Source: an optimization exercise on an open RTL-to-GDS flow (aim: a short achievable clock period and few clock cycles). Production flows keep margins and buffers that such runs may drop.
At most, simulation tests tie the RTL to the original design; equivalence was not proved.
The flow treats the clock pin as an ideal source. Dropping or thinning the clock tree relies on that and would not hold on a real chip.
Power figures rest on the tool's default switching activity, not on a simulated workload.

==> flow/design.v <==
`timescale 1 ns/1 ns
module ShortestPath(Go, Clk, Rst, L_In, M_In, L_Out, P_Out, M_Addr, L_Addr, P_Addr,
				M_En, M_Rw, L_En, L_Rw, P_En, P_Rw, Done);
	input Go;
	input Clk, Rst;
	input [7:0] L_In, M_In;
	output [7:0] L_Out;
	output [7:0] P_Out;
	output [12:0] M_Addr, L_Addr, P_Addr;
	output M_En, M_Rw, L_En, L_Rw, P_En, P_Rw, Done;
	localparam [12:0] LAST = 13'd8191;
	reg        iss;
	reg [12:0] cnt;
	reg        m_en_r;
	reg [12:0] m_addr_r;
	reg        vd;
	reg        v1;
	reg [7:0]  m1;
	reg [12:0] idx1;
	reg        v2;
	reg [7:0]  l, h1, h2, h3;
	reg [1:0]  dir2;
	reg        w_en_r;
	reg [7:0]  l_out_r;
	reg [1:0]  p_out_r;
	reg [12:0] l_addr_r, p_addr_r;
	reg        last_o;
	reg        done_r;
	assign M_En   = m_en_r;
	assign M_Rw   = 1'b0;
	assign M_Addr = m_addr_r;
	assign L_En   = w_en_r;
	assign L_Rw   = 1'b1;
	assign L_Addr = l_addr_r;
	assign L_Out  = l_out_r;
	assign P_En   = w_en_r;
	assign P_Rw   = 1'b1;
	assign P_Addr = p_addr_r;
	assign P_Out  = {6'b000010, p_out_r};
	assign Done   = done_r;
	wire       fi0      = idx1[3:2] == 2'd0;
	wire       fj0      = idx1[1:0] == 2'd0;
	wire [7:0] left     = l;
	wire [7:0] up       = h3;
	wire [7:0] sum_left = m1 + left;
	wire [7:0] sum_up   = m1 + up;
	wire       up_lt    = up < left;
	wire [12:0] idx2    = idx1 - 13'd1;
	always @(posedge Clk) begin
		if (Rst) begin
			iss    <= 1'b0;
			m_en_r <= 1'b0;
			vd     <= 1'b0;
			v1     <= 1'b0;
			v2     <= 1'b0;
			w_en_r <= 1'b0;
			last_o <= 1'b0;
			done_r <= 1'b0;
		end else begin
			if (Go)
				iss <= 1'b1;
			else if (iss && cnt == LAST)
				iss <= 1'b0;
			m_en_r <= iss;
			vd     <= m_en_r;
			v1     <= vd;
			v2     <= v1;
			w_en_r <= v2;
			last_o <= v2 && !v1;
			done_r <= last_o;
		end
		cnt      <= iss ? cnt + 13'd1 : 13'd0;
		m_addr_r <= cnt;
		m1   <= M_In;
		idx1 <= (vd && !v1) ? 13'd0 : idx1 + 13'd1;
		if (fi0 && fj0) begin
			l    <= m1;
			dir2 <= 2'b00;        
		end else if (fi0) begin
			l    <= sum_left;
			dir2 <= 2'b01;        
		end else if (fj0) begin
			l    <= sum_up;
			dir2 <= 2'b10;        
		end else if (up_lt) begin
			l    <= sum_up;
			dir2 <= 2'b10;        
		end else begin
			l    <= sum_left;
			dir2 <= 2'b01;        
		end
		h1 <= l;
		h2 <= h1;
		h3 <= h2;
		l_out_r  <= v2 ? l : 8'd0;
		p_out_r  <= dir2;
		l_addr_r <= idx2;
		p_addr_r <= v2 ? idx2 : 13'd0;
	end
endmodule
==> flow/config.mk <==
export PLATFORM = sky130hd
export DESIGN_NAME = ShortestPath
export DESIGN_NICKNAME = ShortestPath
export VERILOG_FILES = /design/flow/design.v
export SDC_FILE = /design/flow/constraint.sdc
export NUM_CORES = 4
export LEC_CHECK = 0
export CAP_MARGIN = 20
export CORE_MARGIN = 2
export CORE_UTILIZATION = 40
export SLEW_MARGIN = 20
export TNS_END_PERCENT = 100
==> flow/constraint.sdc <==
create_clock -name core_clock -period 7.0 [get_ports {Clk}]
set_input_delay 1.4000 -clock core_clock [delete_from_list [all_inputs] [get_ports {Clk}]]
set_output_delay 1.4000 -clock core_clock [all_outputs]
set_load 0.01 [all_outputs]
standard.sh (not shown) runs the stock make flow with config.mk's settings and CLKGATE_MAP_FILE= SYNTH_SCRIPT=/design/flow/synth_recipe.tcl, a recipe that flattens the netlist after the stock synthesis.
==> flow/flow/run.sh <==
#!/bin/bash
# Standard ORFS layout, except that after CTS the clock tree is replaced by one level
# of clock buffers fed straight from the clock port (see flow/clock_tree.tcl), and
# timing repair aims for a slack of 5.0 ns.
set -euo pipefail
here=$(pwd)
bash standard.sh SETUP_SLACK_MARGIN=5.0 POST_CTS_TCL="$here/flow/clock_tree.tcl" finish > standard.log 2>&1
Other scripts of this flow, unchanged in this note and not shown: flow/flow/clock_tree.tcl
Testbench counts at the start, summed over its fixed seeds: cycles 65,588.
Next try:
==> flow/design.v (replaced) <==
`timescale 1 ns/1 ns
module ShortestPath(Go, Clk, Rst, L_In, M_In, L_Out, P_Out, M_Addr, L_Addr, P_Addr,
				M_En, M_Rw, L_En, L_Rw, P_En, P_Rw, Done);
	input Go;
	input Clk, Rst;
	input [7:0] L_In, M_In;
	output [7:0] L_Out;
	output [7:0] P_Out;
	output [12:0] M_Addr, L_Addr, P_Addr;
	output M_En, M_Rw, L_En, L_Rw, P_En, P_Rw, Done;
	localparam [12:0] LAST = 13'd8191;
	reg        iss;
	reg [12:0] cnt;
	reg        m_en_r;
	reg [12:0] m_addr_r;
	reg        fi0_m, fj0_m;
	reg        vd;
	reg        fi0_d, fj0_d;
	reg        v1;
	reg [7:0]  m1;
	reg        fi0_1, fj0_1;
	reg        v2;
	reg [7:0]  l, h1, h2, h3;
	reg [1:0]  dir2;
	reg [12:0] idx2;
	reg        w_en_r;
	reg [7:0]  l_out_r;
	reg [1:0]  p_out_r;
	reg [12:0] w_addr_r;
	reg        last_o;
	reg        done_r;
	assign M_En   = m_en_r;
	assign M_Rw   = 1'b0;
	assign M_Addr = m_addr_r;
	assign L_En   = w_en_r;
	assign L_Rw   = 1'b1;
	assign L_Addr = w_addr_r;
	assign L_Out  = l_out_r;
	assign P_En   = w_en_r;
	assign P_Rw   = 1'b1;
	assign P_Addr = w_addr_r;
	assign P_Out  = {6'b000010, p_out_r};
	assign Done   = done_r;
	wire [7:0] left = l;
	wire [7:0] up   = h3;
	wire [7:0] sum_left = m1 + left;
	wire [7:0] sum_up   = m1 + up;
	wire       up_lt    = up < left;
	always @(posedge Clk) begin
		if (Rst) begin
			iss    <= 1'b0;
			m_en_r <= 1'b0;
			vd     <= 1'b0;
			v1     <= 1'b0;
			v2     <= 1'b0;
			w_en_r <= 1'b0;
			last_o <= 1'b0;
			done_r <= 1'b0;
		end else begin
			if (Go)
				iss <= 1'b1;
			else if (iss && cnt == LAST)
				iss <= 1'b0;
			m_en_r <= iss;
			vd     <= m_en_r;
			v1     <= vd;
			v2     <= v1;
			w_en_r <= v2;
			last_o <= v2 && idx2 == LAST;
			done_r <= last_o;
		end
		cnt      <= iss ? cnt + 13'd1 : 13'd0;
		m_addr_r <= cnt;
		fi0_m    <= cnt[3:2] == 2'd0;
		fj0_m    <= cnt[1:0] == 2'd0;
		fi0_d <= fi0_m;
		fj0_d <= fj0_m;
		m1    <= M_In;
		fi0_1 <= fi0_d;
		fj0_1 <= fj0_d;
		if (fi0_1 && fj0_1) begin
			l    <= m1;
			dir2 <= 2'b00;        
		end else if (fi0_1) begin
			l    <= sum_left;
			dir2 <= 2'b01;        
		end else if (fj0_1) begin
			l    <= sum_up;
			dir2 <= 2'b10;        
		end else if (up_lt) begin
			l    <= sum_up;
			dir2 <= 2'b10;        
		end else begin
			l    <= sum_left;
			dir2 <= 2'b01;        
		end
		h1   <= l;
		h2   <= h1;
		h3   <= h2;
		idx2 <= v1 ? (v2 ? idx2 + 13'd1 : 13'd0) : 13'd0;
		l_out_r  <= l;
		p_out_r  <= dir2;
		w_addr_r <= idx2;
	end
endmodule
Setup slack barely changes.
Power falls by 41%.
Final area fell by 10%.
Hold slack is about the same.
Routed wire length went down by 19%.
Only the layout flow was run in the second run of this note; the RTL was not checked for function there. In every run of this note, the design's own scripts or RTL, not TritonCTS, make the clock network.

-- what the ideal ports hide --
No port has a modelled driver above. Below, the same layouts with a new extraction and two added sets of constraints. Step 1: set_driving_cell puts a clkbuf_16 on Clk and a buf_2 on each other input, an assumption about the parent block. Step 2, shift: input delay + t, output delay - t, t = (earliest + latest rising clock arrival at the registers) / 2. This alone moves slack from input paths to output paths. a / b / c = ideal ports / drivers / drivers and shift; a / b = the first two.
| run | shift t [ns] | slack for setup (ns) | worst setup path after step 2 | slew at the worst register clock pin (ns) | cell pins on the clock port's net |
|---|---|---|---|---|---|
| the first run | 0.247 | 4.965 / 4.885 / 4.920 | input to register | 0.11 / 0.11 | 4 |
| the second run | 0.239 | 4.963 / 4.885 / 4.915 | input to register | 0.10 / 0.10 | 4 |
After both steps setup and hold are still met in every run listed. For the second run, which loses most, drivers alone change the setup slack by -0.078 ns; drivers and shift together by -0.048 ns.
